This is an optimization exercise on Yosys and OpenROAD, whose aim is small area and a short achievable clock period, not a production implementation. At most, simulation tests tie the RTL to the original design; equivalence was not proved. Only the layout flow was run in runs 4 and 5; the RTL was not checked for function there. The flow treats the clock pin as an ideal source, which a real chip does not have. No activity file was given, so power comes from the tool's default toggle rates.

[flow/run.sh]
#!/bin/bash
# The standard layout, with plain buf_1 cells as the port buffers instead of the
# delay buffers buffer_ports picks by default.
set -euo pipefail
export BUFFER_PORTS_ARGS="-buffer_cell sky130_fd_sc_hd__buf_1"
bash standard.sh > standard_flow.log 2>&1
[standard.sh]
#!/bin/bash
# synth_recipe.tcl (not shown) runs the flow's synth.tcl, then flattens the netlist and writes it again
# the make line also repeats each setting of config.mk as NAME=value (left out here)
make -C /OpenROAD-flow-scripts/flow DESIGN_CONFIG=/design/flow/config.mk WORK_HOME=/design/flow/orfs CLKGATE_MAP_FILE= SYNTH_SCRIPT=/design/flow/synth_recipe.tcl "${@:-finish}"
[config.mk]
export PLATFORM = sky130hd
export DESIGN_NAME = easyobv_lb
export DESIGN_NICKNAME = easyobv_lb
export VERILOG_FILES = /design/flow/design.v
export SDC_FILE = /design/flow/constraint.sdc
export NUM_CORES = 4
export LEC_CHECK = 0
export CAP_MARGIN = 20
export CORE_MARGIN = 2
export CORE_UTILIZATION = 70
export CTS_CLUSTER_DIAMETER = 80
export CTS_CLUSTER_SIZE = 24
export SETUP_SLACK_MARGIN = 3.9
export SLEW_MARGIN = 20
export SYNTH_HIERARCHICAL = 1
export SYNTH_MINIMUM_KEEP_SIZE = 0
[constraint.sdc]
create_clock -name core_clock -period 7.0 [get_ports {clk}]
set_input_delay 1.4000 -clock core_clock [delete_from_list [all_inputs] [get_ports {clk}]]
set_output_delay 1.4000 -clock core_clock [all_outputs]
set_load 0.01 [all_outputs]
[design.v]
`timescale 1ns/1ps
`timescale 1ns/1ps
module keep_therm
(
    input logic [7:0] keep,
    output logic [7:0] therm
);
    logic [7:0] t;
    always_comb begin
        t = keep;
        {t[0], t[1]} = {t[0] | t[1], t[0] & t[1]};
        {t[2], t[3]} = {t[2] | t[3], t[2] & t[3]};
        {t[4], t[5]} = {t[4] | t[5], t[4] & t[5]};
        {t[6], t[7]} = {t[6] | t[7], t[6] & t[7]};
        {t[0], t[2]} = {t[0] | t[2], t[0] & t[2]};
        {t[1], t[3]} = {t[1] | t[3], t[1] & t[3]};
        {t[4], t[6]} = {t[4] | t[6], t[4] & t[6]};
        {t[5], t[7]} = {t[5] | t[7], t[5] & t[7]};
        {t[1], t[2]} = {t[1] | t[2], t[1] & t[2]};
        {t[5], t[6]} = {t[5] | t[6], t[5] & t[6]};
        {t[0], t[4]} = {t[0] | t[4], t[0] & t[4]};
        {t[1], t[5]} = {t[1] | t[5], t[1] & t[5]};
        {t[2], t[6]} = {t[2] | t[6], t[2] & t[6]};
        {t[3], t[7]} = {t[3] | t[7], t[3] & t[7]};
        {t[2], t[4]} = {t[2] | t[4], t[2] & t[4]};
        {t[3], t[5]} = {t[3] | t[5], t[3] & t[5]};
        {t[1], t[2]} = {t[1] | t[2], t[1] & t[2]};
        {t[3], t[4]} = {t[3] | t[4], t[3] & t[4]};
        {t[5], t[6]} = {t[5] | t[6], t[5] & t[6]};
        therm = t;
    end
endmodule
module therm_add
(
    input logic [3:0] lo,
    input logic [7:0] therm,
    output logic [4:0] sum
);
    logic [8:0] e;
    always_comb begin
        e[0] = ~therm[0];
        for (int j = 1; j < 8; j++)
            e[j] = therm[j-1] & ~therm[j];
        e[8] = therm[7];
        sum = '0;
        for (int j = 0; j < 9; j++)
            sum = sum | ({5{e[j]}} & ({1'b0, lo} + 5'(j)));
    end
endmodule
module therm_carry
(
    input logic [3:0] lo,
    input logic [7:0] therm,
    output logic carry
);
    always_comb begin
        carry = 1'b0;
        for (int l = 8; l < 16; l++)
            if (lo == l)
                carry = therm[15-l];
    end
endmodule
module inc_flip
(
    input logic [15:0] hi,
    output logic [15:0] flip
);
    always_comb begin
        flip[0] = 1'b1;
        for (int i = 1; i < 16; i++)
            flip[i] = flip[i-1] & hi[i-1];
    end
endmodule
module cond_inc
(
    input logic [15:0] hi,
    input logic [15:0] flip,
    input logic carry,
    output logic [15:0] hi_nxt
);
    assign hi_nxt = hi ^ (flip & {16{carry}});
endmodule
module size_next
(
    input logic [19:0] size,
    input logic [7:0] keep,
    output logic [19:0] size_nxt
);
    logic [7:0] therm;
    logic [4:0] lo;
    logic carry;
    logic [15:0] flip;
    keep_therm u_therm (.keep(keep), .therm(therm));
    therm_add u_add (.lo(size[3:0]), .therm(therm), .sum(lo));
    therm_carry u_carry (.lo(size[3:0]), .therm(therm), .carry(carry));
    inc_flip u_flip (.hi(size[19:4]), .flip(flip));
    cond_inc u_inc (.hi(size[19:4]), .flip(flip), .carry(carry), .hi_nxt(size_nxt[19:4]));
    assign size_nxt[3:0] = lo[3:0];
endmodule
module fifo_count
(
    input logic [4:0] cnt,
    input logic push,
    input logic pop,
    output logic [4:0] cnt_nxt
);
    logic [4:0] cnt_inc, cnt_dec;
    count_step u_inc (.cnt(cnt), .down(1'b0), .cnt_nxt(cnt_inc));
    count_step u_dec (.cnt(cnt), .down(1'b1), .cnt_nxt(cnt_dec));
    assign cnt_nxt = (push & ~pop) ? cnt_inc : (pop & ~push) ? cnt_dec : cnt;
endmodule
module count_step
(
    input logic [4:0] cnt,
    input logic down,
    output logic [4:0] cnt_nxt
);
    assign cnt_nxt = down ? cnt - 1'b1 : cnt + 1'b1;
endmodule
module rst_or
(
    input logic a,
    input logic b,
    output logic y
);
    assign y = a | b;
endmodule
`timescale 1ns/1ps
module axis_gen
(
    input logic clk,
    input logic rst,
    input logic pause,
    input logic clear,
    output logic timeout,
    input logic [85:0] instr_tdata,
    input logic instr_tvalid,
    output logic instr_tready,
    output logic [63:0] traffic_tdata,
    output logic traffic_tvalid,
    output logic [7:0] traffic_tkeep,
    output logic traffic_tlast,
    output logic [3:0] traffic_tdest,
    input logic traffic_tready
);
    logic go;
    logic [7:0] repeat_cnt;
    logic repeat_zero;           
    logic [7:0] repeat_nxt;
    logic [77:0] instr_reg;
    logic [15:0] timeout_cnt;
    logic timeout_zero;          
    logic instr_en;
    assign go = ~pause & traffic_tready;
    assign instr_en = repeat_zero & go;
    ready_gate u_ready (.repeat_zero(repeat_zero), .pause(pause), .traffic_tready(traffic_tready), .ready(instr_tready));
    always_comb begin
        repeat_nxt = repeat_cnt;
        if (go) begin
            if (~repeat_zero)
                repeat_nxt = repeat_cnt - 1'b1;
            else if (instr_tvalid && instr_tdata[85:78] != 8'd0)
                repeat_nxt = instr_tdata[85:78] - 1'b1;
        end
    end
    always_ff @(posedge clk) begin
        if (rst) begin
            repeat_cnt <= 8'd0;
            repeat_zero <= 1'b1;
        end
        else begin
            repeat_cnt <= repeat_nxt;
            if (go) begin
                if (~repeat_zero)
                    repeat_zero <= repeat_cnt == 8'd1;
                else if (instr_tvalid && instr_tdata[85:78] != 8'd0)
                    repeat_zero <= instr_tdata[85:78] == 8'd1;
            end
        end
    end
    logic instr_en_hi;
    ready_gate u_en_hi (.repeat_zero(repeat_zero), .pause(pause), .traffic_tready(traffic_tready), .ready(instr_en_hi));
    always_ff @(posedge clk) begin
        if (rst)
            instr_reg[38:0] <= '0;
        else if (instr_en)
            instr_reg[38:0] <= instr_tvalid ? instr_tdata[38:0] : 39'd0;
    end
    always_ff @(posedge clk) begin
        if (rst)
            instr_reg[77:39] <= '0;
        else if (instr_en_hi)
            instr_reg[77:39] <= instr_tvalid ? instr_tdata[77:39] : 39'd0;
    end
    logic go_lo, go_hi;
    go_gate u_go_lo (.pause(pause), .traffic_tready(traffic_tready), .go(go_lo));
    go_gate u_go_hi (.pause(pause), .traffic_tready(traffic_tready), .go(go_hi));
    always_ff @(posedge clk) begin
        if (rst)
            traffic_tdata[31:0] <= '0;
        else if (go_lo)
            traffic_tdata[31:0] <= instr_reg[31:0];
    end
    always_ff @(posedge clk) begin
        if (rst)
            traffic_tdata[63:32] <= '0;
        else if (go_hi)
            traffic_tdata[63:32] <= instr_reg[63:32];
    end
    always_ff @(posedge clk) begin
        if (rst) begin
            traffic_tvalid <= 1'b0;
            traffic_tkeep <= '0;
            traffic_tlast <= 1'b0;
            traffic_tdest <= '0;
        end
        else if (go) begin
            traffic_tvalid <= instr_reg[64];
            traffic_tkeep <= instr_reg[72:65];
            traffic_tlast <= instr_reg[73];
            traffic_tdest <= instr_reg[77:74];
        end
    end
    always_ff @(posedge clk) begin
        if (rst | traffic_tready) begin
            timeout_cnt <= 16'hffff;
            timeout_zero <= 1'b0;
        end
        else if (~timeout_zero) begin
            timeout_cnt <= timeout_cnt - 1'b1;
            timeout_zero <= timeout_cnt == 16'd1;
        end
    end
    always_ff @(posedge clk) begin
        if (rst | clear)
            timeout <= 1'b0;
        else if (timeout_zero)
            timeout <= 1'b1;
    end
endmodule
module ready_gate
(
    input logic repeat_zero,
    input logic pause,
    input logic traffic_tready,
    output logic ready
);
    assign ready = repeat_zero & ~pause & traffic_tready;
endmodule
module go_gate
(
    input logic pause,
    input logic traffic_tready,
    output logic go
);
    assign go = ~pause & traffic_tready;
endmodule
`timescale 1ns/1ps
module axis_mon
(
    input logic clk,
    input logic sys_rst,
    input logic clear,
    input logic [63:0] tx_tdata,
    input logic tx_tvalid,
    input logic tx_tready,
    input logic [7:0] tx_tkeep,
    input logic tx_tlast,
    input logic [3:0] tx_tdest,
    input logic [63:0] rx_tdata,
    input logic rx_tvalid,
    input logic rx_tready,
    input logic [7:0] rx_tkeep,
    input logic rx_tlast,
    input logic [3:0] rx_tdest,
    output logic mismatch,
    output logic [19:0] time_cnt,
    output logic [19:0] tx_pkt_cnt,
    output logic [19:0] tx_time_elapsed,
    output logic [19:0] tx_transferred_size,
    output logic [19:0] rx_pkt_cnt,
    output logic [19:0] rx_time_elapsed,
    output logic [19:0] rx_transferred_size,
    output logic [19:0] latency_sum
);
    logic rst_0;
    rst_or u_rst_0 (.a(sys_rst), .b(clear), .y(rst_0));
    logic rst_1;
    rst_or u_rst_1 (.a(sys_rst), .b(clear), .y(rst_1));
    logic rst_2;
    rst_or u_rst_2 (.a(sys_rst), .b(clear), .y(rst_2));
    logic rst_3;
    rst_or u_rst_3 (.a(sys_rst), .b(clear), .y(rst_3));
    logic rst_4;
    rst_or u_rst_4 (.a(sys_rst), .b(clear), .y(rst_4));
    logic rst_5;
    rst_or u_rst_5 (.a(sys_rst), .b(clear), .y(rst_5));
    logic rst_6;
    rst_or u_rst_6 (.a(sys_rst), .b(clear), .y(rst_6));
    logic rst_7;
    rst_or u_rst_7 (.a(sys_rst), .b(clear), .y(rst_7));
    logic tx_hs, rx_hs;
    assign tx_hs = tx_tvalid & tx_tready;
    assign rx_hs = rx_tvalid & rx_tready;
    always_ff @(posedge clk) begin
        if (rst_0)
            time_cnt <= '0;
        else
            time_cnt <= time_cnt + 1'b1;
    end
    logic tx_started, rx_started;
    logic [19:0] tx_run, rx_run;
    always_ff @(posedge clk) begin
        if (rst_1) begin
            tx_started <= 1'b0;
            tx_run <= 20'd1;
            tx_time_elapsed <= '0;
        end
        else begin
            if (tx_hs) begin
                tx_started <= 1'b1;
                tx_time_elapsed <= tx_run;
            end
            if (tx_started)
                tx_run <= tx_run + 1'b1;
        end
    end
    always_ff @(posedge clk) begin
        if (rst_2) begin
            rx_started <= 1'b0;
            rx_run <= 20'd1;
            rx_time_elapsed <= '0;
        end
        else begin
            if (rx_hs) begin
                rx_started <= 1'b1;
                rx_time_elapsed <= rx_run;
            end
            if (rx_started)
                rx_run <= rx_run + 1'b1;
        end
    end
    logic [19:0] tx_size_nxt, rx_size_nxt;
    size_next u_tx_size (.size(tx_transferred_size), .keep(tx_tkeep), .size_nxt(tx_size_nxt));
    size_next u_rx_size (.size(rx_transferred_size), .keep(rx_tkeep), .size_nxt(rx_size_nxt));
    always_ff @(posedge clk) begin
        if (rst_3) begin
            tx_pkt_cnt <= '0;
            tx_transferred_size <= '0;
        end
        else begin
            if (tx_hs & tx_tlast)
                tx_pkt_cnt <= tx_pkt_cnt + 1'b1;
            if (tx_hs)
                tx_transferred_size <= tx_size_nxt;
        end
    end
    logic rst_8;
    rst_or u_rst_8 (.a(sys_rst), .b(clear), .y(rst_8));
    always_ff @(posedge clk) begin
        if (rst_8) begin
            rx_pkt_cnt <= '0;
            rx_transferred_size <= '0;
        end
        else begin
            if (rx_hs & rx_tlast)
                rx_pkt_cnt <= rx_pkt_cnt + 1'b1;
            if (rx_hs)
                rx_transferred_size <= rx_size_nxt;
        end
    end
    localparam int VW = 77;
    logic [VW-1:0] tx_vec, cmp_head;
    logic [VW-1:0] cmp_mem [16];
    logic [4:0] cmp_cnt;
    logic [15:0] cmp_wp, cmp_rp;    
    logic cmp_empty, cmp_one, cmp_full;
    logic cmp_push, cmp_pop, cmp_head_new;
    assign tx_vec = {tx_tdest, tx_tlast, tx_tkeep, tx_tdata};
    assign cmp_empty = cmp_cnt == 5'd0;
    assign cmp_one = cmp_cnt == 5'd1;
    assign cmp_full = cmp_cnt == 5'd17;
    assign cmp_push = tx_hs & ~cmp_full;
    assign cmp_pop = rx_hs & ~mismatch & ~cmp_empty;
    assign cmp_head_new = cmp_empty | (cmp_pop & cmp_one);
    logic [4:0] cmp_cnt_nxt;
    fifo_count u_cmp_cnt (.cnt(cmp_cnt), .push(cmp_push), .pop(cmp_pop), .cnt_nxt(cmp_cnt_nxt));
    always_ff @(posedge clk) begin
        if (rst_4) begin
            cmp_cnt <= '0;
            cmp_wp <= 16'd1;
            cmp_rp <= 16'd1;
        end
        else begin
            cmp_cnt <= cmp_cnt_nxt;
            if (cmp_push & ~cmp_empty)
                cmp_wp <= {cmp_wp[14:0], cmp_wp[15]};
            if (cmp_pop & (~cmp_one | cmp_push))
                cmp_rp <= {cmp_rp[14:0], cmp_rp[15]};
        end
    end
    logic [VW-1:0] cmp_rd;
    always_comb begin
        cmp_rd = '0;
        for (int i = 0; i < 16; i++)
            cmp_rd = cmp_rd | ({VW{cmp_rp[i]}} & cmp_mem[i]);
    end
    always_ff @(posedge clk) begin
        if (cmp_head_new)
            cmp_head <= tx_vec;
        else if (cmp_pop)
            cmp_head <= cmp_rd;
    end
    always_ff @(posedge clk) begin
        for (int i = 0; i < 16; i++)
            if (cmp_push & ~cmp_empty & cmp_wp[i])
                cmp_mem[i] <= tx_vec;
    end
    logic rx_diff;
    always_comb begin
        rx_diff = rx_tkeep != cmp_head[71:64] || rx_tlast != cmp_head[72] || rx_tdest != cmp_head[76:73];
        for (int b = 0; b < 8; b++)
            if (cmp_head[64+b] && rx_tdata[b*8+:8] != cmp_head[b*8+:8])
                rx_diff = 1'b1;
    end
    always_ff @(posedge clk) begin
        if (rst_5)
            mismatch <= 1'b0;
        else if (rx_hs & (rx_diff | cmp_empty))
            mismatch <= 1'b1;
    end
    logic [19:0] lat_mem [16];
    logic [19:0] lat_age, lat_next;
    logic [4:0] lat_cnt;
    logic [3:0] lat_wp;
    logic [15:0] lat_rp3;           
    logic lat_empty, lat_one, lat_two_up, lat_three_up, lat_full;
    logic lat_in, lat_out, lat_push, lat_pop, lat_head_new;
    assign lat_in = tx_hs & tx_tlast & ~mismatch;
    assign lat_out = rx_hs & rx_tlast & ~mismatch;
    assign lat_empty = lat_cnt == 5'd0;
    assign lat_one = lat_cnt == 5'd1;
    assign lat_three_up = lat_cnt >= 5'd3;
    assign lat_full = lat_cnt == 5'd17;
    assign lat_push = lat_in & ~lat_full;
    assign lat_pop = lat_out & ~lat_empty;
    assign lat_head_new = lat_empty | (lat_pop & lat_one);
    logic [4:0] lat_cnt_nxt;
    fifo_count u_lat_cnt (.cnt(lat_cnt), .push(lat_push), .pop(lat_pop), .cnt_nxt(lat_cnt_nxt));
    logic [19:0] lat_rd3;
    always_comb begin
        lat_rd3 = '0;
        for (int i = 0; i < 16; i++)
            lat_rd3 = lat_rd3 | ({20{lat_rp3[i]}} & lat_mem[i]);
    end
    always_ff @(posedge clk) begin
        if (rst_6) begin
            lat_cnt <= '0;
            lat_wp <= '0;
            lat_rp3 <= 16'd2;
            lat_age <= 20'hfffff;
        end
        else begin
            lat_cnt <= lat_cnt_nxt;
            if (lat_push & ~lat_empty)
                lat_wp <= lat_wp + 1'b1;
            if (lat_pop & (~lat_one | lat_push))
                lat_rp3 <= {lat_rp3[14:0], lat_rp3[15]};
            if (lat_head_new)
                lat_age <= '0;
            else if (lat_pop)
                lat_age <= time_cnt - lat_next;
            else
                lat_age <= lat_age + 1'b1;
        end
    end
    always_ff @(posedge clk) begin
        if (lat_pop & lat_three_up)
            lat_next <= lat_rd3;
        else if (lat_pop | (lat_push & lat_one))
            lat_next <= time_cnt;
    end
    always_ff @(posedge clk) begin
        if (lat_push & ~lat_empty)
            lat_mem[lat_wp] <= time_cnt;
    end
    always_ff @(posedge clk) begin
        if (rst_7)
            latency_sum <= '0;
        else if (lat_out)
            latency_sum <= latency_sum + lat_age + 1'b1;
    end
endmodule
`timescale 1ns/1ps
module easyobv_lb
(
    input logic clk,
    input logic rst,
    input logic pause,
    input logic clear,
    output logic timeout,
    input logic [87:0] instr_tdata,
    input logic instr_tvalid,
    output logic instr_tready,
    output logic [63:0] traffic_tdata,
    output logic traffic_tvalid,
    output logic [7:0] traffic_tkeep,
    output logic traffic_tlast,
    output logic [3:0] traffic_tdest,
    input logic traffic_tready,
    input logic [63:0] rx_mon_tdata,
    input logic rx_mon_tvalid,
    input logic rx_mon_tready,
    input logic [7:0] rx_mon_tkeep,
    input logic rx_mon_tlast,
    input logic [3:0] rx_mon_tdest,
    output logic mismatch,
    output logic [19:0] time_cnt,
    output logic [19:0] tx_pkt_cnt,
    output logic [19:0] tx_time_elapsed,
    output logic [19:0] tx_transferred_size,
    output logic [19:0] rx_pkt_cnt,
    output logic [19:0] rx_time_elapsed,
    output logic [19:0] rx_transferred_size,
    output logic [19:0] latency_sum
);
    axis_gen u_axis_gen (
        .clk            (clk),
        .rst            (rst),
        .pause          (pause),
        .clear          (clear),
        .timeout        (timeout),
        .instr_tdata    (instr_tdata[85:0]),
        .instr_tvalid   (instr_tvalid),
        .instr_tready   (instr_tready),
        .traffic_tdata  (traffic_tdata),
        .traffic_tvalid (traffic_tvalid),
        .traffic_tkeep  (traffic_tkeep),
        .traffic_tlast  (traffic_tlast),
        .traffic_tdest  (traffic_tdest),
        .traffic_tready (traffic_tready)
    );
    axis_mon u_axis_mon (
        .clk                 (clk),
        .sys_rst             (rst),
        .clear               (clear),
        .tx_tdata            (traffic_tdata),
        .tx_tvalid           (traffic_tvalid),
        .tx_tready           (traffic_tready),
        .tx_tkeep            (traffic_tkeep),
        .tx_tlast            (traffic_tlast),
        .tx_tdest            (traffic_tdest),
        .rx_tdata            (rx_mon_tdata),
        .rx_tvalid           (rx_mon_tvalid),
        .rx_tready           (rx_mon_tready),
        .rx_tkeep            (rx_mon_tkeep),
        .rx_tlast            (rx_mon_tlast),
        .rx_tdest            (rx_mon_tdest),
        .mismatch            (mismatch),
        .time_cnt            (time_cnt),
        .tx_pkt_cnt          (tx_pkt_cnt),
        .tx_time_elapsed     (tx_time_elapsed),
        .tx_transferred_size (tx_transferred_size),
        .rx_pkt_cnt          (rx_pkt_cnt),
        .rx_time_elapsed     (rx_time_elapsed),
        .rx_transferred_size (rx_transferred_size),
        .latency_sum         (latency_sum)
    );
endmodule
==> results.txt, run 1 <==
* Number of buffers created by CTS at 99
* GRT overflow at 0
* Vias/cell at 6.90
* Setup violations, final at 0
* PwrDens at 226 nW/um^2
* Die X at 349 um
* Mapped cell area at 83300 um^2
* Min-Delay Path Class: flip-flop to flip-flop
* DRC Markers at 0
* Final hold violations at 0
* Highest metal used: met5
* DR iter-0 viols at 8852
* Multi-input logic area at 23400 um^2
* WS Path Type: input port to primary output
* First-pass DRT Iterations at 6
* Slew HR at 18.7%
* Max-cap violations at 0
* Filler instances at 7053
* Sinks on Clock Net at 2117
* Dpl cell area at 86900 um^2
* First-pass GRT wire length at 337 mm
* Reg area at 59100 um^2
* Core Footprint at 118000 um^2
* RSZ-0062 raised after global routing: true
* PortBufs at 411
* Std cell rows at 126
* Mapped Cells at 6021
* Fmax at 0.298 GHz
* Die area at 122000 um^2
* WL met2 at 105 mm
* Vias at 55300
* Maximum VDD drop at 245 uV
* Layout cell share with drive strength beyond 1 at 9.80%
* Worst Path Arrival at 1960 ps
* Met1 WL at 87.3 mm
* P&R area growth vs syn at 9.87%
* Clock skew at 28.6 ps
* Post-route ant nets at 0
* Design area at 91600 um^2
* TritonCTS clock tree: done
* Root Driver: clkbuf_16
* Commonest non-fill, non-tap cell in the layout: edfxtp_1
* # nets final at 6660
* GRT Util Overall at 37.7%
* Fin cells at 8020
* Crit end category: primary output
* Avg Cell Area, Syn at 13.8 um^2
* Vias in the first global route at 51400
* Per-cell routed wire length at 29.3 um
* H-tree Lvls at 3
* Initial antenna violation count at 5
* Min Tclk post-route at 3360 ps
* Number of flip-flops in the largest register at 1232
* IO Count at 414
* Static leakage at 27.4 nW
* Worst-Margin Slew at 1220 ps
* Clock-pin transition on the worst setup and hold timing paths at 90 ps
* Starting Density at 70.6%
* Largest net degree at the start of global routing at 171
* Setup tns final at 0 ps
* Status: no timing/DRC/antenna violations
* Die height at 349 um
* Most frequent cells in the layout: edfxtp_1 (1649), a22oi_1 (421), nor2_1 (405)
* Dpl hpwl at 128 mm
* Crit path launch type: input port
* Placed Cells at 7747
* WL met3 at 33.9 mm
* Max clock buf depth at 3
* Synthesis Warnings at 13
* Total wire length at 235 mm
* WP data required at 5600 ps
* Clk Latency, worst-skew pair at 740 ps
* Fin crit share at 48.0%
* Final slew viol count at 0
* Placer Congestion at 0.881
* Maximum fanout along the worst path at 3
## worst max-delay path, stage by stage
cell and delay [ps]:
buf_12 100, buf_12 120, and3b_2 210, buf_6 120
## stage by stage
stage | total power, mW | utilization (%) | worst slack (ps) | hold slack (ps)
4_1_cts | 20.7 | 76.8 | 3650 | 447
2_1_floorplan | 14.1 | - | 3050 | 427
3_3_place_gp | 14.3 | 73.6 | 1630 | 434
6_report | 20.7 | 77.5 | 3640 | 450
5_1_grt | 21.1 | 77.5 | 3600 | 468
3_5_place_dp | 14.3 | 73.6 | 1620 | 440
## timing repair
action                                  CTS  global route
setup endpoints to repair              1829           855
resized for setup                       128           128
setup buffers                            31            33
pin swaps                                16            27
hold buffers                              0             0
cloned                                   18             5
endpoints found under the hold margin     0             0
## where the power goes
| group | leakage [nW] | switching, mW | internal, mW |
|---|---|---|---|
| Combinational | 9.20 | 0.337 | 0.198 |
| Sequential | 16.8 | 0.0694 | 13.4 |
| Clock | 1.43 | 3.79 | 2.86 |
## layout make-up
cell class	instances	share of cell area, %
sequential	2117	64.5
multi-input combinational	3458	25.5
timing repair buffer	599	4.00
clock buffer	175	3.17
tap	1536	2.10
inverter	117	0.541
clock inverter	8	0.101
timing repair inverter	7	0.0519
antenna	3	0.00820
## per-layer routing
| layer | global-route usage (%) | up-vias |
|---|---|---|
| li1 | - | 23800 |
| met3 | 8.93 | 479 |
| met1 | 54.6 | 27200 |
| met5 | 0 | - |
| met4 | 11.8 | 2 |
| met2 | 57.5 | 3867 |
## worst paths after layout
path	slack (ps)	cells after the start	to	startpoint
min reg2reg	450	2	u_axis_gen.traffic_tdest[2]	u_axis_gen.instr_reg[76]
max	3640	4	instr_tready	traffic_tready
max reg2reg	3940	5	u_axis_mon.cmp_mem[9][25]	u_axis_mon.cmp_cnt[4]
min	450	2	u_axis_gen.traffic_tdest[2]	u_axis_gen.instr_reg[76]
==> run 2, diff against run 1 <==
--- a/design.v
+++ b/design.v
@@ -126,4 +126,12 @@
     assign y = a | b;
 endmodule
+module and_gate
+(
+    input logic a,
+    input logic b,
+    output logic y
+);
+    assign y = a & b;
+endmodule
 `timescale 1ns/1ps
 module axis_gen
@@ -412,7 +420,11 @@
             cmp_head <= cmp_rd;
     end
+    logic [15:0] cmp_we;
+    for (genvar i = 0; i < 16; i++) begin : g_cmp_we
+        and_gate u_we (.a(tx_tready), .b(tx_tvalid & ~cmp_full & ~cmp_empty & cmp_wp[i]), .y(cmp_we[i]));
+    end
     always_ff @(posedge clk) begin
         for (int i = 0; i < 16; i++)
-            if (cmp_push & ~cmp_empty & cmp_wp[i])
+            if (cmp_we[i])
                 cmp_mem[i] <= tx_vec;
     end
@@ -433,5 +445,5 @@
     logic [19:0] lat_age, lat_next;
     logic [4:0] lat_cnt;
-    logic [3:0] lat_wp;
+    logic [15:0] lat_wp;            
     logic [15:0] lat_rp3;           
     logic lat_empty, lat_one, lat_two_up, lat_three_up, lat_full;
@@ -457,5 +469,5 @@
         if (rst_6) begin
             lat_cnt <= '0;
-            lat_wp <= '0;
+            lat_wp <= 16'd1;
             lat_rp3 <= 16'd2;
             lat_age <= 20'hfffff;
@@ -464,5 +476,5 @@
             lat_cnt <= lat_cnt_nxt;
             if (lat_push & ~lat_empty)
-                lat_wp <= lat_wp + 1'b1;
+                lat_wp <= {lat_wp[14:0], lat_wp[15]};
             if (lat_pop & (~lat_one | lat_push))
                 lat_rp3 <= {lat_rp3[14:0], lat_rp3[15]};
@@ -481,7 +493,12 @@
             lat_next <= time_cnt;
     end
+    logic [15:0] lat_we;
+    for (genvar i = 0; i < 16; i++) begin : g_lat_we
+        and_gate u_we (.a(tx_tready), .b(tx_tvalid & tx_tlast & ~mismatch & ~lat_full & ~lat_empty & lat_wp[i]), .y(lat_we[i]));
+    end
     always_ff @(posedge clk) begin
-        if (lat_push & ~lat_empty)
-            lat_mem[lat_wp] <= time_cnt;
+        for (int i = 0; i < 16; i++)
+            if (lat_we[i])
+                lat_mem[i] <= time_cnt;
     end
     always_ff @(posedge clk) begin
==> flow/run.sh (replaced) <==
#!/bin/bash
# The standard layout, with two changes: plain buf_1 cells as the port buffers instead
# of the delay buffers buffer_ports picks by default, and, after clock tree synthesis,
# the gate that drives the instr_tready port takes its inputs straight from the port
# buffers (eco.tcl) rather than through the buffers placement put after them.
set -euo pipefail
export BUFFER_PORTS_ARGS="-buffer_cell sky130_fd_sc_hd__buf_1"
bash standard.sh cts > standard_cts.log 2>&1
R=orfs/results/sky130hd/easyobv_lb/base
printf 'read_db %s\nsource flow/eco.tcl\nwrite_db %s\n' $R/4_cts.odb $R/4_cts.odb > eco_run.tcl
openroad -no_init -exit eco_run.tcl > eco.log 2>&1
bash standard.sh > standard_finish.log 2>&1
==> flow/eco.tcl (new file) <==
# Shorten the input-to-output path to instr_tready: its gate takes its inputs
# straight from the port buffers, and the gate and the output buffer are upsized.
proc drv_inst {net} {
  foreach it [$net getITerms] {
    if {[$it isOutputSignal]} { return [$it getInst] }
  }
  return ""
}
proc in_net {inst} {
  foreach it [$inst getITerms] {
    if {[$it isInputSignal] && [$it getNet] != "NULL"} { return [$it getNet] }
  }
  return ""
}
set block [ord::get_db_block]
set obuf [drv_inst [[$block findBTerm instr_tready] getNet]]
set gate [drv_inst [in_net $obuf]]
puts "output buffer [$obuf getName] [[$obuf getMaster] getName], gate [$gate getName] [[$gate getMaster] getName]"
foreach it [$gate getITerms] {
  if {![$it isInputSignal]} continue
  set net [$it getNet]
  set d [drv_inst $net]
  # walk back through buffers to the port buffer
  while {$d != "" && [string match "*buf*" [[$d getMaster] getName]] && ![string match "input*" [$d getName]]} {
    set up [in_net $d]
    set dd [drv_inst $up]
    if {$dd == ""} break
    set net $up
    set d $dd
  }
  if {$net != [$it getNet]} {
    puts "  [$it getMTerm] ([[$it getMTerm] getName]): [[$it getNet] getName] -> [$net getName]"
    $it disconnect
    $it connect $net
  }
}
==> results.txt, run 2 <==
* Setup violations, final at 0
* Cells on worst reg2reg path at 5
* Mapped cell area at 83800 um^2
* Std cell rows at 126
* Slowest CP cell: and3b_1
* Min Tclk post-route at 3280 ps
* Avg Cell Area, Syn at 13.8 um^2
* WP data required at 5600 ps
* GRT overflow at 0
* Final hold violations at 0
* Status: no timing/DRC/antenna violations
* Worst Path Arrival at 1880 ps
* R2r endpoint: u_axis_mon.cmp_mem[11][49]
* PortBufs at 411
* Number of flip-flops in the largest register at 1232
* Vias in the first global route at 52300
* Worst-Margin Slew at 1150 ps
* Die X at 350 um
* Worst reg2reg startpoint: u_axis_mon.cmp_cnt[1]
* Largest net degree at the start of global routing at 76
* Worst R2R Setup Slack at 3880 ps
* PwrDens at 228 nW/um^2
* Finished Core Util at 77.1%
* Psw at 4.28 mW
* CP max stage delay at 180 ps
* Clock share of power at 32.1%
* Die area at 122000 um^2
* WS Path Type: input port to primary output
* Commonest non-fill, non-tap cell in the layout: edfxtp_1
* H-tree Lvls at 3
* Reg area at 59300 um^2
* Pint at 16.5 mW
* Total wire length at 246 mm
* Fmax at 0.305 GHz
* Fin crit share at 46.8%
* # nets final at 6649
* Dpl hpwl at 131 mm
* Setup tns final at 0 ps
* Clock skew at 31.3 ps
* Levels on crit path at 3
* Root Driver: clkbuf_16
* IO Count at 414
* GRT Util Overall at 39.3%
* Seq pwr share at 65.1%
* Die height at 350 um
* Per-cell routed wire length at 30.4 um
* Number of buffers created by CTS at 101
* Crit path launch type: input port
* Vias at 56100
* Multi-input logic area at 23600 um^2
* Layout cell share with drive strength beyond 1 at 9.00%
* Most frequent cells in the layout: edfxtp_1 (1649), nand2_1 (444), a22oi_1 (424)
* Maximum VDD drop at 291 uV
* DRC Markers at 0
* Starting Density at 70.8%
* Sw Share at 20.6%
* Slew HR at 23.2%
* Core Footprint at 118000 um^2
* Logic pwr share at 2.8%
* First-pass GRT wire length at 349 mm
* Final slew viol count at 0
* Sinks on Clock Net at 2129
* Max-cap violations at 0
* Placer Congestion at 0.870
* Static leakage at 27.3 nW
* Crit-path cells: clkbuf_16, and3b_1, buf_2
* P&R area growth vs syn at 8.89%
* Crit end category: primary output
* DR iter-0 viols at 8215
* Filler instances at 7191
* RSZ-0062 raised after global routing: true
* CP delay by family, top: buffers and inverters
* Clock-pin transition on the worst setup and hold timing paths at 80 ps
* WP buf/inv at 2
* TritonCTS clock tree: done
* Max clock buf depth at 3
* Vias/cell at 6.93
* Mapped Cells at 6058
* Worst Setup EP: instr_tready
* Clk Latency, worst-skew pair at 750 ps
* Synthesis Warnings at 14
* First-pass DRT Iterations at 8
* Initial antenna violation count at 18
* Maximum fanout along the worst path at 3
* Min-Delay Path Class: flip-flop to flip-flop
* Beginning of the critical path: traffic_tready
* Post-route ant nets at 0
==> run 2: layout make-up <==
type / count / area share [%]
Sequential cell: 2129 / 65.0
Timing Repair Buffer: 547 / 3.23
Inverter: 92 / 0.379
Clock buffer: 174 / 3.12
Multi-Input combinational cell: 3521 / 25.9
Antenna cell: 14 / 0.0384
Tap cell: 1600 / 2.19
Clock inverter: 13 / 0.165
==> run 2: power groups by stage <==
stage | clock (mW) | sequential (mW) | combinational, mW
global placement | 0 | 13.8 | 0.514
finish | 6.67 | 13.5 | 0.576
detailed placement | 0 | 13.8 | 0.524
CTS | 6.68 | 13.5 | 0.551
global route | 7.09 | 13.5 | 0.616
floorplan | 0 | 13.8 | 0.336
==> run 2: through the flow <==
step | hold slack (ps) | instances | setup slack [ps] | power, mW | instance area (um^2)
final | 456 | 8090 | 3720 | 20.8 | 91200
after global routing | 476 | 8085 | 3720 | 21.2 | 91200
after CTS | 449 | 8050 | 3610 | 20.8 | 90500
after detailed placement | 443 | 7833 | 2460 | 14.4 | 86900
after global placement | 435 | 7833 | 2500 | 14.3 | 86900
after floorplan | 427 | 6074 | 3360 | 14.1 | 84000
==> run 2: worst min-delay path by stage <==
| stage | from | to | slack, ps | cells past startpoint |
|---|---|---|---|---|
| 6_report | u_axis_gen.instr_reg[67] | u_axis_gen.traffic_tkeep[2] | 460 | 2 |
| 5_1_grt | u_axis_mon.tx_time_elapsed[9] | u_axis_mon.tx_time_elapsed[9] | 480 | 2 |
| 4_1_cts | u_axis_gen.instr_reg[77] | u_axis_gen.traffic_tdest[3] | 450 | 2 |
| 3_5_place_dp | u_axis_gen.instr_reg[77] | u_axis_gen.traffic_tdest[3] | 440 | 2 |
| 3_3_place_gp | u_axis_gen.instr_reg[77] | u_axis_gen.traffic_tdest[3] | 440 | 2 |
| 2_1_floorplan | u_axis_gen.instr_reg[64] | u_axis_gen.traffic_tvalid | 430 | 2 |
==> run 2: repair_timing <==
action                     in CTS  in global routing
setup endpoints to repair    1177                602
gates cloned                   22                  7
hold buffers                    0                  0
pin swaps                      12                 36
gates resized for setup       145                132
setup buffers                   8                 19
==> run 2: metal layers <==
metal | vias up | track usage (%) | share of wire, %
met4 | 10 | 15.2 | 4.6
met3 | 627 | 10.1 | 14
met2 | 4042 | 59.6 | 44
met1 | 27600 | 55.2 | 37
met5 | - | 0 | 0.024
li1 | 23800 | - | -
==> run 2: worst reg2reg max path, delay by kind of cell (launching register included) <==
kind,cells,cell delay (ps)
AO/OA/AOI/OAI,1,230
flip-flops,1,470
AND/OR/NAND/NOR,4,2030
==> run 3, diff against run 2 <==
--- a/config.mk
+++ b/config.mk
@@ -8,5 +8,5 @@
 export CAP_MARGIN = 20
 export CORE_MARGIN = 2
-export CORE_UTILIZATION = 70
+export CORE_UTILIZATION = 55
 export CTS_CLUSTER_DIAMETER = 80
 export CTS_CLUSTER_SIZE = 24
==> results.txt, run 3 <==
* Cts hold-fix bufs at 0
* Dpl hpwl at 138 mm
* Placer Congestion at 0.876
* PortBufs at 411
* Max-cap violations at 0
* H-tree Lvls at 3
* GRT overflow at 0
* Status: no timing/DRC/antenna violations
* Layout cell share with drive strength beyond 1 at 10.4%
* Reg area at 59400 um^2
* Filler instances at 11900
* Crit end category: primary output
* Most frequent cells in the layout: edfxtp_1 (1649), nand2_1 (443), a22oi_1 (424)
* Fin cells at 8542
* Final slew viol count at 0
* Vias in the first global route at 51100
* Post-route ant nets at 0
* Avg Cell Area, Syn at 13.8 um^2
* Maximum fanout along the worst path at 4
* Clock skew at 37.2 ps
* R2r endpoint: u_axis_mon.cmp_head[19]
* Synthesis Warnings at 14
* DRC Markers at 0
* Largest net degree at the start of global routing at 65
* Fmax at 0.305 GHz
* Vias at 54900
* Worst-Margin Slew at 1180 ps
* Hold Path Depth at 2
* Vias/cell at 6.42
* Starting Density at 55.3%
* Setup violations, final at 0
* First-pass DRT Iterations at 5
* # nets final at 6667
* Sinks on Clock Net at 2129
* Min Tclk post-route at 3280 ps
* Std cell rows at 143
* Hold path endpoint: u_axis_mon.cmp_wp[10]
* Setup tns final at 0 ps
* Min-Delay Path Class: flip-flop to flip-flop
* Multi-input logic area at 23600 um^2
* Number of buffers created by CTS at 112
* Max clock buf depth at 3
* Worst reg2reg startpoint: u_axis_mon.cmp_cnt[1]
* Clock-pin transition on the worst setup and hold timing paths at 100 ps
* Number of flip-flops in the largest register at 1232
* Worst Path Arrival at 1880 ps
* Worst R2R Setup Slack at 3840 ps
* Mapped cell area at 83800 um^2
* Root Driver: clkbuf_16
* PwrDens at 235 nW/um^2
* Total wire length at 257 mm
* Placed Cells at 8272
* TritonCTS clock tree: done
* Clk Latency, worst-skew pair at 780 ps
* Final hold violations at 0
* Crit path launch type: input port
* Die area at 155000 um^2
* WS Path Type: input port to primary output
* Fin crit share at 46.9%
* Core Footprint at 152000 um^2
* Cells on worst reg2reg path at 6
* RSZ-0062 raised after global routing: true
* DR iter-0 viols at 6006
* Die height at 394 um
* Maximum VDD drop at 226 uV
* Initial antenna violation count at 12
* Min-delay src: u_axis_mon.cmp_wp[9]
* Per-cell routed wire length at 30.1 um
* GRT Util Overall at 32.1%
* Commonest non-fill, non-tap cell in the layout: edfxtp_1
* First-pass GRT wire length at 365 mm
* WP data required at 5600 ps
* Static leakage at 27.8 nW
* P&R area growth vs syn at 10.7%
* Mapped Cells at 6058
* Slew HR at 21.3%
* IO Count at 414
* Die X at 394 um
==> run 3: cell types whose count changed in the layout (fill, tap and decap cells not counted), sizes merged, moves of 12 or more <==
cell / before / now
and2: 104 / 89
buf: 538 / 553
clkinv: 7 / 22
diode: 14 / 2
inv: 98 / 110
==> run 3: how the worst max path moves through the flow <==
| stage | start | end | slack [ps] | cells past startpoint |
|---|---|---|---|---|
| final | traffic_tready | instr_tready | 3720 | 3 |
| after global routing | traffic_tready | instr_tready | 3710 | 3 |
| after CTS | traffic_tready | instr_tready | 3600 | 4 |
| after detailed placement | rx_mon_tready | u_axis_mon.lat_cnt[2] | 2310 | 8 |
| after global placement | rx_mon_tready | u_axis_mon.lat_cnt[3] | 2340 | 8 |
| after floorplan | rx_mon_tvalid | u_axis_mon.cmp_head[66] | 3360 | 6 |
==> run 3: final cells by class <==
cell class	count	area share, %
diodes	2	0.00540
clock buffers	170	3.50
clock inverters	44	0.563
inverters	92	0.372
multi-input cells	3508	25.4
flip-flops and latches	2129	64.0
well taps	2030	2.74
repair buffers	567	3.43
==> run 3: layer usage <==
metal  routed length (um)  vias to the layer above  GRT usage [%]  part of all wire (%)
li1                     -                    23800              -                     -
met1               109000                    28000           47.7                    42
met2               117000                     2668           50.2                    46
met3                24200                      315           5.00                   9.4
met4                 6740                        2           6.92                   2.6
met5                    9                        -              0                0.0035
==> run 3: what timing repair did <==
action | 4_1_cts | 5_1_grt
gates cloned | 11 | 5
buffers inserted | 15 | 21
endpoints found under the setup margin | 1691 | 820
pin swaps | 10 | 37
resized for setup | 164 | 148
==> run 3: worst max-delay path, cell delays in order <==
cell and delay [ps]:
clkbuf_16 150, and3b_1 180, buf_2 130
==> run 3: where the power goes <==
group	switching, mW	total (mW)	internal (mW)	leakage [nW]
combinational	0.371	0.576	0.205	9.13
clock	4.23	7.64	3.41	1.82
sequential	0.0701	13.5	13.5	16.9
==> run 3: stage by stage <==
step           setup WS, ps  total power, mW  instance area [um^2]  hold WS [ps]  utilization, %
3_3_place_gp           2340             14.4                 87500           440            57.8
5_1_grt                3710             22.4                 92800           472            61.2
3_5_place_dp           2310             14.4                 87500           442            57.8
6_report               3720             21.8                 92800           450            61.2
2_1_floorplan          3360             14.1                 84000           427               -
4_1_cts                3600             21.8                 91900           449            60.7
==> run 4, diff against run 3 <==
--- a/design.v
+++ b/design.v
@@ -386,7 +386,4 @@
     logic cmp_push, cmp_pop, cmp_head_new;
     assign tx_vec = {tx_tdest, tx_tlast, tx_tkeep, tx_tdata};
-    assign cmp_empty = cmp_cnt == 5'd0;
-    assign cmp_one = cmp_cnt == 5'd1;
-    assign cmp_full = cmp_cnt == 5'd17;
     assign cmp_push = tx_hs & ~cmp_full;
     assign cmp_pop = rx_hs & ~mismatch & ~cmp_empty;
@@ -396,4 +393,16 @@
     always_ff @(posedge clk) begin
         if (rst_4) begin
+            cmp_empty <= 1'b1;
+            cmp_one <= 1'b0;
+            cmp_full <= 1'b0;
+        end
+        else begin
+            cmp_empty <= cmp_cnt_nxt == 5'd0;
+            cmp_one <= cmp_cnt_nxt == 5'd1;
+            cmp_full <= cmp_cnt_nxt == 5'd17;
+        end
+    end
+    always_ff @(posedge clk) begin
+        if (rst_4) begin
             cmp_cnt <= '0;
             cmp_wp <= 16'd1;
@@ -451,8 +460,4 @@
     assign lat_in = tx_hs & tx_tlast & ~mismatch;
     assign lat_out = rx_hs & rx_tlast & ~mismatch;
-    assign lat_empty = lat_cnt == 5'd0;
-    assign lat_one = lat_cnt == 5'd1;
-    assign lat_three_up = lat_cnt >= 5'd3;
-    assign lat_full = lat_cnt == 5'd17;
     assign lat_push = lat_in & ~lat_full;
     assign lat_pop = lat_out & ~lat_empty;
@@ -460,4 +465,18 @@
     logic [4:0] lat_cnt_nxt;
     fifo_count u_lat_cnt (.cnt(lat_cnt), .push(lat_push), .pop(lat_pop), .cnt_nxt(lat_cnt_nxt));
+    always_ff @(posedge clk) begin
+        if (rst_6) begin
+            lat_empty <= 1'b1;
+            lat_one <= 1'b0;
+            lat_three_up <= 1'b0;
+            lat_full <= 1'b0;
+        end
+        else begin
+            lat_empty <= lat_cnt_nxt == 5'd0;
+            lat_one <= lat_cnt_nxt == 5'd1;
+            lat_three_up <= lat_cnt_nxt >= 5'd3;
+            lat_full <= lat_cnt_nxt == 5'd17;
+        end
+    end
     logic [19:0] lat_rd3;
     always_comb begin
--- a/config.mk
+++ b/config.mk
@@ -8,5 +8,5 @@
 export CAP_MARGIN = 20
 export CORE_MARGIN = 2
-export CORE_UTILIZATION = 55
+export CORE_UTILIZATION = 70
 export CTS_CLUSTER_DIAMETER = 80
 export CTS_CLUSTER_SIZE = 24
==> results.txt, run 4 <==
* Vias in the first global route at 51200
* Core Footprint at 118000 um^2
* Clk Latency, worst-skew pair at 750 ps
* WL met3 at 37.2 mm
* Worst Setup EP: u_axis_mon.cmp_mem[9][11]
* WP buf/inv at 4
* Synthesis Warnings at 14
* Starting Density at 70.7%
* Maximum VDD drop at 242 uV
* Dpl cell area at 86700 um^2
* Worst R2R Setup Slack at 4010 ps
* Clock skew at 44.5 ps
* Vias/cell at 6.91
* Static leakage at 26.6 nW
* Fin crit share at 47.6%
* R2r endpoint: u_axis_mon.lat_age[17]
* Worst Path Arrival at 3690 ps
* Setup tns final at 0 ps
* Crit end category: flip-flop
* WS Path Type: input port to flip-flop
* Setup violations, final at 0
* Cells on worst reg2reg path at 8
* Mapped Cells at 6060
* Dpl hpwl at 129 mm
* TritonCTS clock tree: done
* H-tree Lvls at 3
* Multi-input logic area at 23200 um^2
* DR iter-0 viols at 8294
* Avg Cell Area, Syn at 13.8 um^2
* Std cell rows at 126
* Die X at 350 um
* Layout cell share with drive strength beyond 1 at 8.09%
* Highest metal used: met5
* PortBufs at 411
* Slowest CP cell: and2_4
* CP delay by family, top: buffers and inverters
* WP data required at 7360 ps
* Mapped cell area at 83700 um^2
* Levels on crit path at 5
* Clock-pin transition on the worst setup and hold timing paths at 90 ps
* Max-cap violations at 0
* CP max stage delay at 790 ps
* Initial antenna violation count at 5
* Most frequent cells in the layout: edfxtp_1 (1649), nand2_1 (527), a22oi_1 (512)
* DRC Markers at 0
* GRT overflow at 0
* Number of buffers created by CTS at 100
* Maximum fanout along the worst path at 43
* Die area at 122000 um^2
* P&R area growth vs syn at 8.13%
* Final hold violations at 0
* PwrDens at 229 nW/um^2
* RSZ-0062 raised after global routing: true
* Largest net degree at the start of global routing at 109
* Placer Congestion at 0.856
* Slew HR at 18.7%
* Fmax at 0.300 GHz
* Status: no timing/DRC/antenna violations
* Worst reg2reg startpoint: u_axis_mon.time_cnt[6]
* Commonest non-fill, non-tap cell in the layout: edfxtp_1
* Crit path launch type: input port
* Max clock buf depth at 3
* Post-route ant nets at 0
* Reg area at 59500 um^2
* Final slew viol count at 0
* Min Tclk post-route at 3330 ps
* Total wire length at 239 mm
* Number of flip-flops in the largest register at 1232
* IO Count at 414
* Die height at 350 um
* Design area at 90500 um^2
* Beginning of the critical path: traffic_tready
* Crit-path cells: clkbuf_16, buf_4, buf_4, and2_4, buf_6
* Worst-Margin Slew at 1210 ps
* Critical path's most frequent cell: buf_4
* First-pass GRT wire length at 337 mm
* Met1 WL at 88.9 mm
* WL met2 at 105 mm
* Vias at 55500
* First-pass DRT Iterations at 7
* Filler instances at 7315
* Sinks on Clock Net at 2136
* GRT Util Overall at 37.8%
* Min-Delay Path Class: flip-flop to flip-flop
* # nets final at 6614
* Per-cell routed wire length at 29.8 um
* Root Driver: clkbuf_16
==> run 4: cell type report <==
cell class                 count  share of cell area (%)
multi-input combinational   3511                    25.6
antenna                        5                  0.0138
tap                         1600                    2.21
inverter                      85                   0.358
sequential                  2136                    65.7
clock buffer                 164                    3.08
timing repair buffer         523                    2.89
clock inverter                 9                   0.158
==> run 4: power breakdown <==
part | leakage, nW | total, mW | internal, mW | switching (mW)
sequential | 16.9 | 13.6 | 13.5 | 0.0778
combinational | 8.23 | 0.516 | 0.197 | 0.319
clock | 1.40 | 6.62 | 2.81 | 3.82
total | 26.6 | 20.7 | 16.5 | 4.22
==> run 4: worst register-to-register path: cells and delay by family, from the launching register on <==
family                   cells  cell delay (ps)
XOR/XNOR                     1              210
AO/OA/AOI/OAI                6             1600
flip-flops                   1              640
adder cells (fa/ha/maj)      1              390
==> run 4: worst min-delay path by stage <==
| stage | to | startpoint | depth (start not counted) |
|---|---|---|---|
| after floorplan | u_axis_gen.traffic_tvalid | u_axis_gen.instr_reg[64] | 2 |
| after global placement | u_axis_gen.traffic_tdest[2] | u_axis_gen.instr_reg[76] | 2 |
| after detailed placement | u_axis_gen.traffic_tdest[0] | u_axis_gen.instr_reg[74] | 2 |
| after CTS | u_axis_gen.traffic_tkeep[4] | u_axis_gen.instr_reg[69] | 2 |
| after global routing | u_axis_gen.instr_reg[28] | u_axis_gen.instr_reg[28] | 2 |
| final | u_axis_gen.traffic_tkeep[4] | u_axis_gen.instr_reg[69] | 2 |
==> run 4: stage by stage <==
stage	setup WS, ps	instances	hold slack (ps)	util, %	total power, mW
floorplan	3430	6076	427	-	14.2
global placement	2570	7822	433	73.2	14.3
detailed placement	2510	7822	441	73.2	14.4
CTS	3650	8012	445	76.1	20.7
global route	3720	8028	466	76.5	21.2
finish	3670	8033	448	76.5	20.7
==> run 4: repair_timing <==
item / 4_1_cts / 5_1_grt
resized for setup: 142 / 89
endpoints found under the setup margin: 873 / 494
setup buffers: 8 / 5
pin swaps: 9 / 30
hold buffers: 0 / 0
cloned: 9 / 11
hold endpoints to repair: 0 / 0
==> run 4: per-layer routing <==
layer	track usage, %	up-vias
met5	0	-
met4	10.3	4
met3	10.1	494
met2	56.8	4008
met1	55.3	27200
li1	-	23800
==> run 5, diff against run 4 <==
--- a/config.mk
+++ b/config.mk
@@ -9,6 +9,6 @@
 export CORE_MARGIN = 2
 export CORE_UTILIZATION = 70
-export CTS_CLUSTER_DIAMETER = 80
-export CTS_CLUSTER_SIZE = 24
+export CTS_CLUSTER_DIAMETER = 90
+export CTS_CLUSTER_SIZE = 28
 export SETUP_SLACK_MARGIN = 3.9
 export SLEW_MARGIN = 20
==> results.txt, run 5 <==
* Mapped Cells at 6060
* Die height at 350 um
* Sinks on Clock Net at 2136
* Per-cell routed wire length at 29.7 um
* Core Footprint at 118000 um^2
* # nets final at 6601
* Mapped cell area at 83700 um^2
* Min-delay src: u_axis_gen.instr_reg[69]
* Number of flip-flops in the largest register at 1232
* Max-cap violations at 0
* First-pass DRT Iterations at 6
* Initial antenna violation count at 8
* Synthesis Warnings at 14
* H-tree Lvls at 3
* PortBufs at 411
* RSZ-0062 raised after global routing: true
* Die X at 350 um
* Dpl hpwl at 129 mm
* Most frequent cells in the layout: edfxtp_1 (1649), nand2_1 (527), a22oi_1 (512)
* Static leakage at 26.4 nW
* DRC Markers at 0
* Root Driver: clkbuf_16
* Avg Cell Area, Syn at 13.8 um^2
* Clk Latency, worst-skew pair at 730 ps
* Status: no timing/DRC/antenna violations
* Max clock buf depth at 3
* Number of buffers created by CTS at 86
* Setup tns final at 0 ps
* Vias/cell at 6.90
* Layout cell share with drive strength beyond 1 at 7.87%
* Worst reg2reg startpoint: u_axis_mon.time_cnt[6]
* Min-Delay Path Class: flip-flop to flip-flop
* Total Power at 20.3 mW
* Commonest non-fill, non-tap cell in the layout: edfxtp_1
* Largest net degree at the start of global routing at 109
* Crit end category: primary output
* Crit path launch type: input port
* Total wire length at 238 mm
* Final hold violations at 0
* Clock-pin transition on the worst setup and hold timing paths at 110 ps
* Multi-input logic area at 23200 um^2
* First-pass GRT wire length at 337 mm
* Fin crit share at 46.4%
* WP data required at 5600 ps
* Filler instances at 7323
* Reg area at 59500 um^2
* WS Path Type: input port to primary output
* Die area at 122000 um^2
* Beginning of the critical path: traffic_tready
* Fmax at 0.308 GHz
* TritonCTS clock tree: done
* Worst Path Arrival at 1850 ps
* GRT overflow at 0
* Worst-Margin Slew at 1170 ps
* Vias at 55300
* GRT Util Overall at 37.8%
* Min Tclk post-route at 3250 ps
* Clock skew at 32.0 ps
* P&R area growth vs syn at 7.70%
* Post-route ant nets at 0
* Placer Congestion at 0.856
* Maximum VDD drop at 190 uV
* Maximum fanout along the worst path at 7
* PwrDens at 225 nW/um^2
* Vias in the first global route at 51400
* Std cell rows at 126
* Slew HR at 22.0%
* Final slew viol count at 0
* Setup violations, final at 0
* IO Count at 414
* DR iter-0 viols at 7834
* Starting Density at 70.7%
## run 5: cell types whose count changed in the layout (fill, tap and decap cells not counted), sizes merged
cell / before / now
bufinv: 1 / 0
nand2b: 31 / 32
diode: 5 / 3
clkinv: 4 / 1
clkbuf: 169 / 157
## run 5: layout make-up
cell class,instances,area share [%]
flip-flops and latches,2136,65.9
multi-input cells,3512,25.7
repair buffers,523,2.94
clock buffers,152,2.76
well taps,1600,2.22
inverters,85,0.359
clock inverters,5,0.0652
diodes,3,0.00832
## run 5: where the power goes
group	switching [mW]	total [mW]	internal [mW]
Sequential	0.0778	13.6	13.5
Combinational	0.319	0.518	0.198
Clock	3.72	6.19	2.47
## run 5: critical path, cell delays in order
cell and delay (ps):
buf_16 130, and3b_1 170, buf_2 130
## run 5: path summary, 6_finish.rpt
kind | slack [ps] | endpoint | depth (start not counted)
hold reg to reg | 430 | u_axis_gen.traffic_tkeep[4] | 2
setup reg to reg | 4010 | u_axis_mon.lat_age[17] | 8
hold / removal | 430 | u_axis_gen.traffic_tkeep[4] | 2
setup / recovery | 3750 | instr_tready | 3
## run 5: through the flow
| step | utilization (%) | instance area [um^2] | hold slack [ps] | setup slack, ps | std cells |
|---|---|---|---|---|---|
| floorplan | - | 83900 | 427 | 3430 | 6076 |
| global placement | 73.2 | 86700 | 433 | 2570 | 7822 |
| detailed placement | 73.2 | 86700 | 441 | 2510 | 7822 |
| CTS | 75.7 | 89700 | 436 | 3570 | 7998 |
| global route | 76.2 | 90200 | 458 | 3720 | 8013 |
| finish | 76.2 | 90200 | 427 | 3750 | 8016 |
## run 5: repair_timing
item | in CTS | in global routing
hold buffers | 0 | 0
cloned | 11 | 10
gates resized for setup | 139 | 96
buffers inserted | 8 | 5
pin swaps | 13 | 15
setup endpoints to repair | 868 | 477
## run 5: per-layer routing
metal / GRT usage (%) / up-vias / wire [um]
li1: - / 23700 / -
met1: 54.9 / 27100 / 88400
met2: 56.7 / 4003 / 104000
met3: 10.6 / 459 / 37700
met4: 10.4 / 2 / 7680
met5: 0 / - / 13
==> run 6, diff against run 5 <==
--- a/design.v
+++ b/design.v
@@ -126,12 +126,4 @@
     assign y = a | b;
 endmodule
-module and_gate
-(
-    input logic a,
-    input logic b,
-    output logic y
-);
-    assign y = a & b;
-endmodule
 `timescale 1ns/1ps
 module axis_gen
@@ -430,7 +422,5 @@
     end
     logic [15:0] cmp_we;
-    for (genvar i = 0; i < 16; i++) begin : g_cmp_we
-        and_gate u_we (.a(tx_tready), .b(tx_tvalid & ~cmp_full & ~cmp_empty & cmp_wp[i]), .y(cmp_we[i]));
-    end
+    assign cmp_we = cmp_wp & {16{~cmp_full}};
     always_ff @(posedge clk) begin
         for (int i = 0; i < 16; i++)
@@ -513,7 +503,5 @@
     end
     logic [15:0] lat_we;
-    for (genvar i = 0; i < 16; i++) begin : g_lat_we
-        and_gate u_we (.a(tx_tready), .b(tx_tvalid & tx_tlast & ~mismatch & ~lat_full & ~lat_empty & lat_wp[i]), .y(lat_we[i]));
-    end
+    assign lat_we = lat_wp & {16{~lat_full}};
     always_ff @(posedge clk) begin
         for (int i = 0; i < 16; i++)
==> results.txt, run 6 <==
* GRT overflow at 0
* GRT Util Overall at 36.0%
* Static leakage at 31.8 nW
* Worst Path Arrival at 1820 ps
* Die height at 349 um
* Vias at 54700
* PwrDens at 224 nW/um^2
* Logic pwr share at 2.5%
* Clock skew at 26.4 ps
* H-tree Lvls at 3
* Dpl hpwl at 121 mm
* Post-route ant nets at 0
* Filler instances at 7437
* Slew HR at 17.9%
* PortBufs at 411
* Die area at 122000 um^2
* RSZ-0062 raised after global routing: true
* Root Driver: clkbuf_16
* Clk Latency, worst-skew pair at 720 ps
* Pint at 16.1 mW
* Number of flip-flops in the largest register at 1232
* Hold Path Depth at 2
* Worst-Margin Slew at 1230 ps
* First-pass GRT wire length at 326 mm
* Clock-pin transition on the worst setup and hold timing paths at 110 ps
* Core Footprint at 118000 um^2
* Setup violations, final at 0
* Fmax at 0.311 GHz
* Status: no timing/DRC/antenna violations
* # nets final at 6714
* Maximum fanout along the worst path at 2
* Vias/cell at 6.77
* DRC Markers at 0
* Crit end category: primary output
* Max clock buf depth at 3
* Die X at 349 um
* Setup ws final at 3780 ps
* Crit path launch type: input port
* Total Power at 20.2 mW
* IO Count at 414
* P&R area growth vs syn at 7.81%
* Vias in the first global route at 51400
* Most frequent cells in the layout: edfxtp_1 (1649), a22oi_1 (573), nand2_1 (523)
* Sinks on Clock Net at 2136
* Starting Density at 70.6%
* Cells on worst reg2reg path at 13
* Avg Cell Area, Syn at 13.5 um^2
* Sw Share at 20.1%
* Cts hold-fix bufs at 0
* Maximum VDD drop at 221 uV
* Min-delay src: u_axis_gen.instr_reg[72]
* Psw at 4.06 mW
* WS Path Type: input port to primary output
* Layout cell share with drive strength beyond 1 at 7.77%
* Synthesis Warnings at 14
* Final hold violations at 0
* Initial antenna violation count at 9
* WP data required at 5600 ps
* Max-cap violations at 0
* Mapped Cells at 6172
* Beginning of the critical path: pause
* Min Tclk post-route at 3220 ps
* Worst reg2reg startpoint: u_axis_mon.time_cnt[0]
* Commonest non-fill, non-tap cell in the layout: edfxtp_1
* Min-Delay Path Class: flip-flop to flip-flop
* Fin crit share at 46.0%
* Setup tns final at 0 ps
* Seq pwr share at 67.2%
* TritonCTS clock tree: done
* Clock share of power at 30.3%
* Final hold slack at 445 ps
* Placer Congestion at 0.900
* Pre-CTS setup slack at 2630 ps
* Final slew viol count at 0
* Total wire length at 224 mm
* Std cell rows at 126
* Number of buffers created by CTS at 86
* Per-cell routed wire length at 27.7 um
* Mapped cell area at 83500 um^2
* Largest net degree at the start of global routing at 155
* First-pass DRT Iterations at 5
* DR iter-0 viols at 7158
[run 6: layer usage]
layer | wire (um) | GRT usage [%] | vias up
met1 | 85300 | 51.9 | 26900
li1 | - | - | 23800
met3 | 27500 | 6.64 | 418
met2 | 103000 | 56.6 | 3509
met5 | 23 | 0 | -
met4 | 7500 | 10.9 | 4
[run 6: timing repair]
item                       in CTS  in global routing
pin swaps                       6                 25
gates cloned                    3                  1
setup endpoints to repair     198                216
gates resized for setup        90                111
buffers inserted                3                 20
[run 6: path summary, 6_finish.rpt]
kind         slack, ps                          end
min                450  u_axis_gen.traffic_tkeep[7]
max reg2reg       4030       u_axis_mon.lat_age[12]
max               3780                 instr_tready
min reg2reg        450  u_axis_gen.traffic_tkeep[7]
[run 6: power groups by stage]
stage | registers [mW] | logic [mW] | clock network [mW]
final | 13.6 | 0.507 | 6.12
after global routing | 13.6 | 0.557 | 6.55
after CTS | 13.6 | 0.486 | 6.15
after detailed placement | 13.9 | 0.477 | 0
after global placement | 13.9 | 0.467 | 0
after floorplan | 13.9 | 0.330 | 0
[run 6: area by class of cell]
| class | count | area, um^2 | share of cell area, % |
|---|---|---|---|
| clock inverter | 6 | 73.8 | 0.0820 |
| antenna | 13 | 32.5 | 0.0361 |
| timing repair buffer | 535 | 2660 | 2.95 |
| multi-input combinational | 3605 | 23100 | 25.6 |
| inverter | 93 | 353 | 0.392 |
| sequential | 2136 | 59500 | 66.1 |
| tap | 1536 | 1920 | 2.13 |
| clock buffer | 153 | 2450 | 2.72 |
[run 6: stage by stage]
step / cells / instance area, um^2 / util [%]
2_1_floorplan: 6188 / 83700 / -
3_3_place_gp: 7878 / 86700 / 73.4
3_5_place_dp: 7878 / 86700 / 73.4
4_1_cts: 8043 / 89500 / 75.7
5_1_grt: 8068 / 90000 / 76.1
6_report: 8077 / 90000 / 76.1
[run 6: critical path: stages]
cell,delay [ps]
buf_12,100
and3b_1,200
buf_2,130
==> run 7, diff against run 6 <==
--- a/config.mk
+++ b/config.mk
@@ -8,5 +8,5 @@
 export CAP_MARGIN = 20
 export CORE_MARGIN = 2
-export CORE_UTILIZATION = 70
+export CORE_UTILIZATION = 80
 export CTS_CLUSTER_DIAMETER = 90
 export CTS_CLUSTER_SIZE = 28
==> results.txt, run 7 <==
* Die height at 327 um
* DRC Markers at 0
* Synthesis Warnings at 14
* Placed Cells at 7720
* Worst R2R Setup Slack at 4000 ps
* Highest metal used: met5
* Fmax at 0.308 GHz
* RSZ-0062 raised after global routing: true
* Maximum fanout along the worst path at 3
* Total wire length at 232 mm
* DR iter-0 viols at 9239
* Starting Density at 80.7%
* # nets final at 6712
* Mapped cell area at 83500 um^2
* Die X at 327 um
* Final hold slack at 440 ps
* Layout cell share with drive strength beyond 1 at 7.51%
* Setup ws final at 3760 ps
* H-tree Lvls at 3
* Std cell rows at 118
* Crit path launch type: input port
* Filler instances at 4680
* P&R area growth vs syn at 7.62%
* Initial antenna violation count at 8
* PortBufs at 411
* TritonCTS clock tree: done
* Status: no timing/DRC/antenna violations
* Slew HR at 21.7%
* Multi-input logic area at 23000 um^2
* Maximum VDD drop at 223 uV
* Worst Path Arrival at 1840 ps
* Met1 WL at 76.2 mm
* Largest net degree at the start of global routing at 155
* Commonest non-fill, non-tap cell in the layout: edfxtp_1
* Min Tclk post-route at 3240 ps
* WL met2 at 107 mm
* First-pass DRT Iterations at 6
* Mapped Cells at 6172
* Vias in the first global route at 55200
* Clock skew at 26.0 ps
* Number of flip-flops in the largest register at 1232
* Placer Congestion at 0.871
* Fin cells at 7911
* GRT Util Overall at 42.4%
* Vias/cell at 7.24
* Vias at 57300
* Post-route ant nets at 0
* Core Footprint at 103000 um^2
* Number of buffers created by CTS at 86
* Reg area at 59500 um^2
* Slowest CP cell: and3b_1
* Crit-path cells: buf_12, and3b_1, buf_2
* Pre-CTS setup slack at 2370 ps
* GRT overflow at 0
* First-pass GRT wire length at 336 mm
* Fin crit share at 46.3%
* IO Count at 414
* Max-cap violations at 0
* WS Path Type: input port to primary output
* Per-cell routed wire length at 29.3 um
* Die area at 107000 um^2
* Crit end category: primary output
* Worst-Margin Slew at 1170 ps
* Final slew viol count at 0
* Most frequent cells in the layout: edfxtp_1 (1649), a22oi_1 (573), nand2_1 (524)
* CP max stage delay at 210 ps
* Setup violations, final at 0
* Static leakage at 31.7 nW
* Clock-pin transition on the worst setup and hold timing paths at 100 ps
* Clk Latency, worst-skew pair at 730 ps
* Root Driver: clkbuf_16
* Max clock buf depth at 3
* Avg Cell Area, Syn at 13.5 um^2
* Final hold violations at 0
* Min-Delay Path Class: flip-flop to flip-flop
* Sinks on Clock Net at 2136
* Cts hold-fix bufs at 0
* WP data required at 5600 ps
* Dpl hpwl at 125 mm
* Setup tns final at 0 ps
* WL met3 at 36.6 mm
* PwrDens at 226 nW/um^2
==> run 7: cell type report <==
type | instances | area share (%)
Antenna cell | 4 | 0.0111
Clock buffer | 156 | 2.79
Clock inverter | 4 | 0.0919
Inverter | 93 | 0.393
Multi-Input combinational cell | 3604 | 25.6
Sequential cell | 2136 | 66.2
Tap cell | 1380 | 1.92
Timing Repair Buffer | 534 | 2.99
==> run 7: layer usage <==
metal  vias up  track usage (%)
li1      23800                -
met1     27200             57.0
met2      5325             66.1
met3       946             10.9
met4         2             19.8
met5         -                0
==> run 7: timing repair <==
item                                    4_1_cts  5_1_grt
setup buffers                                12       12
gates cloned                                  2        1
gates resized for setup                     121       76
pin swaps                                     8       10
endpoints found under the setup margin      215      128
==> run 7: power by group <==
group          internal, mW  switching [mW]
clock                  2.52            3.68
combinational         0.201           0.322
sequential             13.5          0.0680
total                  16.2            4.07
==> run 7: worst max-delay path, delay by kind of cell <==
family	cells	cell delay, ps
AND/OR/NAND/NOR	1	210
buffers and inverters	2	230
==> run 7: through the flow <==
step                      area, um^2  power, mW  util (%)
after CTS                      89500       20.2      86.5
after floorplan                83700       14.2         -
after global routing           89900       20.7      86.8
after global placement         86500       14.3      83.6
after detailed placement       86500       14.4      83.6
final                          89900       20.3      86.8
==> run 7: final timing paths <==
path / startpoint / to / depth (start not counted)
worst max-delay path: pause / instr_tready / 3
worst min-delay path: u_axis_gen.instr_reg[77] / u_axis_gen.traffic_tdest[3] / 2
worst max register to register: u_axis_mon.cmp_full / u_axis_mon.cmp_mem[9][75] / 4
worst min register to register: u_axis_gen.instr_reg[77] / u_axis_gen.traffic_tdest[3] / 2

-- what the ideal ports hide --
The flow's constraints put no driver on any port. The routed layouts listed below were extracted and timed again, unchanged, in two steps. Step 1 sets driving cells, clkbuf_16 on the clock port and buf_2 on the other inputs (assumed; they add their load-dependent delay and slew). Step 2 times the ports against the registers' clock, not the clock port: input delays grow and output delays shrink by t, the midpoint of the rising clock arrivals with the driver on. Three values: ideal, step 1, step 2; two values: the first two.
run | shift t [ns] | setup WS [ns] | worst hold slack (ns) | latest minus earliest clock arrival (ns) | worst data-port slew with drivers (ns)
run 1 | 0.812 | 3.639 / 3.592 / 3.090 | 0.450 / 0.450 / 0.450 | 0.038 / 0.037 | 0.07
run 2 | 0.806 | 3.723 / 3.559 / 2.953 | 0.456 / 0.456 / 0.456 | 0.034 / 0.034 | 0.19
run 3 | 0.841 | 3.717 / 3.602 / 3.042 | 0.450 / 0.450 / 0.450 | 0.044 / 0.045 | 0.15
run 4 | 0.806 | 3.671 / 3.495 / 2.689 | 0.448 / 0.448 / 0.448 | 0.049 / 0.049 | 0.25
run 5 | 0.788 | 3.754 / 3.537 / 2.940 | 0.427 / 0.427 / 0.427 | 0.038 / 0.037 | 0.27
run 6 | 0.789 | 3.780 / 3.734 / 3.090 | 0.445 / 0.445 / 0.445 | 0.032 / 0.032 | 0.18
run 7 | 0.792 | 3.758 / 3.706 / 2.997 | 0.440 / 0.440 / 0.440 | 0.032 / 0.033 | 0.14
After both steps every run listed still meets setup and hold. For run 4, which loses most, drivers alone change the setup slack by -0.176 ns; drivers and shift together by -0.982 ns.
